What follows belongs to an exercise in optimizing a design on an open flow for small area, a short achievable clock period and few clock cycles per item; a production flow would make more cautious choices. Where RTL was checked, it was by simulation tests only, not by an equivalence proof against the original.

Design mdc_b, start of the top module:
module mdc_b(
    input ld, clk,
    input [31:0] i_a, i_b,
    output [31:0] res,
    output done);
Settings: LEC_CHECK=0, ABC_AREA=1, CAP_MARGIN=20, CORE_MARGIN=2, CORE_UTILIZATION=50, SETUP_SLACK_MARGIN=1.7, SLEW_MARGIN=20; clock period 5.5 ns.
standard.sh (not shown) runs the stock make flow with config.mk's settings and CLKGATE_MAP_FILE= SYNTH_SCRIPT=/design/flow/synth_recipe.tcl, a recipe that flattens the netlist after the stock synthesis.
==> flow/flow/run.sh <==
#!/bin/bash
# The standard layout (standard.sh) with two changes:
#  - the port buffers are sky130_fd_sc_hd__buf_1 (every port still gets one);
#  - clock tree synthesis uses clkbuf_4/clkbuf_8 and inserts no dummy loads.
# The output of the whole run goes to standard.log; ORFS's per-step logs are
# under orfs/logs/.
set -euo pipefail
export BUFFER_PORTS_ARGS="-inputs -outputs -buffer_cell sky130_fd_sc_hd__buf_1"
export CTS_ARGS="-sink_clustering_enable -repair_clock_nets -dont_use_dummy_load -buf_list {sky130_fd_sc_hd__clkbuf_4 sky130_fd_sc_hd__clkbuf_8}"
bash standard.sh > standard.log 2>&1
Edit:
==> flow/flow/run.sh (replaced) <==
#!/bin/bash
# Standard layout, except that the port buffers are the smallest buffer
# (sky130_fd_sc_hd__buf_1) rather than the cell buffer_ports picks by itself.
# Every input and output port still gets its own buffer.
set -o pipefail
export BUFFER_PORTS_ARGS="-inputs -outputs -buffer_cell sky130_fd_sc_hd__buf_1"
bash standard.sh > standard.log 2>&1
Settings changed: CTS_BUF_LIST set to sky130_fd_sc_hd__clkbuf_4 sky130_fd_sc_hd__clkbuf_8.
Worst setup slack improved by 0.0040 ns.
Sequential cell count is unchanged.
Synthesized cell count does not change.
Routed wire length climbs by 0.70%.
Final cell count grows by 0.44%.
Function was not checked in any run of this note: the RTL went through the layout flow alone.

## run 1
mdc_b, a different RTL version from the one above (not shown whole).
Size in the first run: about 1,100 cells after synthesis, roughly 99 I/O pins.
Design mdc_b, start of the top module:
module mdc_b(
    input ld, clk,
    input [31:0] i_a, i_b,
    output [31:0] res,
    output done);
==> flow/config.mk <==
export PLATFORM = sky130hd
export DESIGN_NAME = mdc_b
export DESIGN_NICKNAME = mdc_b
export VERILOG_FILES = /design/flow/design.v
export SDC_FILE = /design/flow/constraint.sdc
export NUM_CORES = 4
export LEC_CHECK = 0
export ABC_AREA = 1
export CAP_MARGIN = 20
export CORE_MARGIN = 2
export CORE_UTILIZATION = 40
export CTS_BUF_LIST = sky130_fd_sc_hd__clkbuf_4 sky130_fd_sc_hd__clkbuf_8
export SETUP_SLACK_MARGIN = 1.7
export SLEW_MARGIN = 20
==> flow/constraint.sdc <==
create_clock -name core_clock -period 5.5 [get_ports {clk}]
set_input_delay 1.1000 -clock core_clock [delete_from_list [all_inputs] [get_ports {clk}]]
set_output_delay 1.1000 -clock core_clock [all_outputs]
set_load 0.01 [all_outputs]
==> flow/flow/run.sh <==
#!/bin/bash
# Standard layout, except that the port buffers are the smallest buffer
# (sky130_fd_sc_hd__buf_1) rather than the cell buffer_ports picks by itself.
# Every input and output port still gets its own buffer.
set -o pipefail
export BUFFER_PORTS_ARGS="-inputs -outputs -buffer_cell sky130_fd_sc_hd__buf_1"
bash standard.sh > standard.log 2>&1
The flow did not stop early for run 1: all stages ran, and the layout cleared the timing, DRC and antenna checks.
Testbench counts of run 1, summed over its fixed seeds: cycles 72,118, items 3,200.
Setup changes, run 1 to run 2
Settings: SETUP_SLACK_MARGIN: 1.7 -> 1.3; CTS_BUF_LIST: sky130_fd_sc_hd__clkbuf_4 sky130_fd_sc_hd__clkbuf_8 -> unset; ABC_AREA: 1 -> unset.
==> flow/run.sh (new file) <==
#!/bin/bash
# synth_recipe.tcl (not shown) runs the flow's synth.tcl, then flattens the netlist and writes it again
# the make line also repeats each setting of config.mk as NAME=value (left out here)
make -C /OpenROAD-flow-scripts/flow DESIGN_CONFIG=/design/flow/config.mk WORK_HOME=/design/flow/orfs CLKGATE_MAP_FILE= SYNTH_SCRIPT=/design/flow/synth_recipe.tcl finish
removed: flow/flow/run.sh
removed: flow/standard.sh
Notes after the runs:
- Post-route worst hold slack ended up 0.029 ns higher on run 2 than on run 1.
- Compared with run 1, run 2 ends up with more cell area.
- Die area, run 2 and run 1: smaller value in run 1
Edits applied to the flow inputs when going from run 2 to run 3:
Settings: an added CTS_BUF_LIST of sky130_fd_sc_hd__clkbuf_4 sky130_fd_sc_hd__clkbuf_8; an added ABC_AREA of 1.
==> flow/flow/run.sh (new file) <==
#!/bin/bash
# Standard layout, except that the port buffers are the smallest buffer
# (sky130_fd_sc_hd__buf_1) rather than the cell buffer_ports picks by itself.
# Every input and output port still gets its own buffer.
set -o pipefail
export BUFFER_PORTS_ARGS="-inputs -outputs -buffer_cell sky130_fd_sc_hd__buf_1"
bash standard.sh > standard.log 2>&1
==> flow/standard.sh (new file) <==
#!/bin/bash
# synth_recipe.tcl (not shown) runs the flow's synth.tcl, then flattens the netlist and writes it again
# the make line also repeats each setting of config.mk as NAME=value (left out here)
make -C /OpenROAD-flow-scripts/flow DESIGN_CONFIG=/design/flow/config.mk WORK_HOME=/design/flow/orfs CLKGATE_MAP_FILE= SYNTH_SCRIPT=/design/flow/synth_recipe.tcl "${@:-finish}"
removed: flow/run.sh
--- outcome ---
- Slack of the worst reg-to-reg path on run 3 is ahead of run 2.
- Per the comparison of run 3 with run 2, routed wire length fell 5200 µm, total count of hold-check failures in the final report about even.
Input-level comparison between run 4 and run 3:
Settings: CORE_UTILIZATION now 50, was 40; SETUP_SLACK_MARGIN now 1.7, was 1.3.
Results
- Run 4 vs run 3, worst-margin pin slew went up by 0.0074 ns.
- Global-route wire length before repair, run 4 and run 3, higher one = run 3.
- Density: run 4 denser than run 3
- Run 3 finished every step from synthesis to the final layout, and the layout passed the timing, DRC and antenna checks.
- Run 4 did not stop at any stage, and its layout met the timing, DRC and antenna checks.
- Clock-buffer cell count: run 4 > run 3
[inputs] run 5 vs run 4
Settings: CORE_UTILIZATION changed from 50 to 40.
==> flow/flow/run.sh <==
#!/bin/bash
# The standard layout (standard.sh) with two changes:
#  - synthesis maps the logic with the ABC script flow/abc.script (an
#    area-oriented mapping) in place of ORFS's; everything else in the
#    synthesis, including the registers and their names, is the standard flow's own;
#  - the port buffers are sky130_fd_sc_hd__buf_1; every port still gets one.
# The output of the whole run goes to standard.log; ORFS's per-step logs are
# under orfs/logs/.
set -euo pipefail
here=$(pwd)
export BUFFER_PORTS_ARGS="-inputs -outputs -buffer_cell sky130_fd_sc_hd__buf_1"
sed 's#log_cmd abc {\*}$abc_args#set abc_args [lreplace $abc_args 1 1 '"$here"'/flow/abc.script]\n  log_cmd abc {*}$abc_args#' \
    "$FLOW_HOME/scripts/synth.tcl" > synth_custom.tcl
grep -q 'flow/abc.script' synth_custom.tcl
sed 's#source $::env(SCRIPTS_DIR)/synth.tcl#source '"$here"'/synth_custom.tcl#' synth_recipe.tcl > synth_recipe_custom.tcl
grep -q 'synth_custom.tcl' synth_recipe_custom.tcl
sed 's#SYNTH_SCRIPT=[^ ]*#SYNTH_SCRIPT='"$here"'/synth_recipe_custom.tcl#' standard.sh > standard_custom.sh
grep -q 'synth_recipe_custom.tcl' standard_custom.sh
bash standard_custom.sh > standard.log 2>&1
==> flow/flow/abc.script (new file) <==
strash
dch
amap
topo
stime -c
buffer -c
upsize -c
dnsize -c
Notes after the runs:
- In the metrics for run 4 and run 5, the one carrying the higher total die area is run 5.
- Synthesized-area fraction occupied by adder cells up 1.1 points in run 5 wrt run 4
- Total iterations of the first detailed-routing run in run 5 vs run 4: up 3
- Of run 4 and run 5, the run reporting the higher fmax was run 4.
- Main combinational cell family by area after synthesis = compound AO/OA/AOI/OAI gates: run 5; main combinational cell family by area after synthesis = simple AND/OR/NAND/NOR gates: run 4
- Run 5 ends up with a required time of the critical path that is 1.21 ns higher than in run 4.
- Number of standard cells after synthesis is higher on run 4
- The global-route wire length before repair number comes out higher for run 4 vs run 5.
Changes in run 6 relative to run 5:
Settings: ABC_AREA removed (was 1); CTS_BUF_LIST removed (was sky130_fd_sc_hd__clkbuf_4 sky130_fd_sc_hd__clkbuf_8); SETUP_SLACK_MARGIN changed from 1.7 to 1.3.
==> flow/flow/run.sh <==
#!/bin/bash
# Standard layout, except that the port buffers are the smallest buffer
# (sky130_fd_sc_hd__buf_1) rather than the cell buffer_ports picks by itself.
# Every input and output port still gets its own buffer.
set -o pipefail
export BUFFER_PORTS_ARGS="-inputs -outputs -buffer_cell sky130_fd_sc_hd__buf_1"
bash standard.sh > standard.log 2>&1
removed: flow/flow/abc.script
==> notes.md <==
- In the tables for run 6 and run 5, fraction of area in multi-input gates reads lower with run 5.
- The floorplan row count of run 6 exceeds that of run 5 by 4.
- Compared with run 5, run 6 improves smallest setup slack after layout.
- Run 5 ended with every stage complete and zero timing, DRC or antenna violations.
- Both conditions hold for run 6: the flow ran to the end and the final layout passed the timing, DRC and antenna checks.

[static timing again, ports no longer ideal]
The flow's constraints put no driver on any port. The routed layouts listed below were extracted and timed again, unchanged, in two steps. Step 1 sets driving cells, clkbuf_16 on the clock port and buf_2 on the other inputs (assumed; they add their load-dependent delay and slew). Step 2, shift: input delay + t, output delay - t, t = (earliest + latest rising clock arrival at the registers) / 2. This alone moves slack from input paths to output paths. Slacks: ideal ports / drivers / drivers and shift; pairs: ideal ports / drivers.
run	t (ns)	setup slack, ns	worst setup path after step 2
the first run of note 1	0.407	1.801 / 1.762 / 2.017	register to register
the second run of note 1	0.410	1.805 / 1.766 / 1.997	register to register
run 1	0.401	1.721 / 1.684 / 1.870	register to register
run 2	0.388	1.484 / 1.441 / 1.530	register to register
run 3	0.405	1.511 / 1.472 / 1.601	register to register
run 4	0.383	1.795 / 1.761 / 1.890	register to register
run 5	0.410	1.308 / 1.308 / 1.308	register to register
run 6	0.376	1.413 / 1.375 / 1.428	register to register
After both steps every run listed still meets setup and hold.
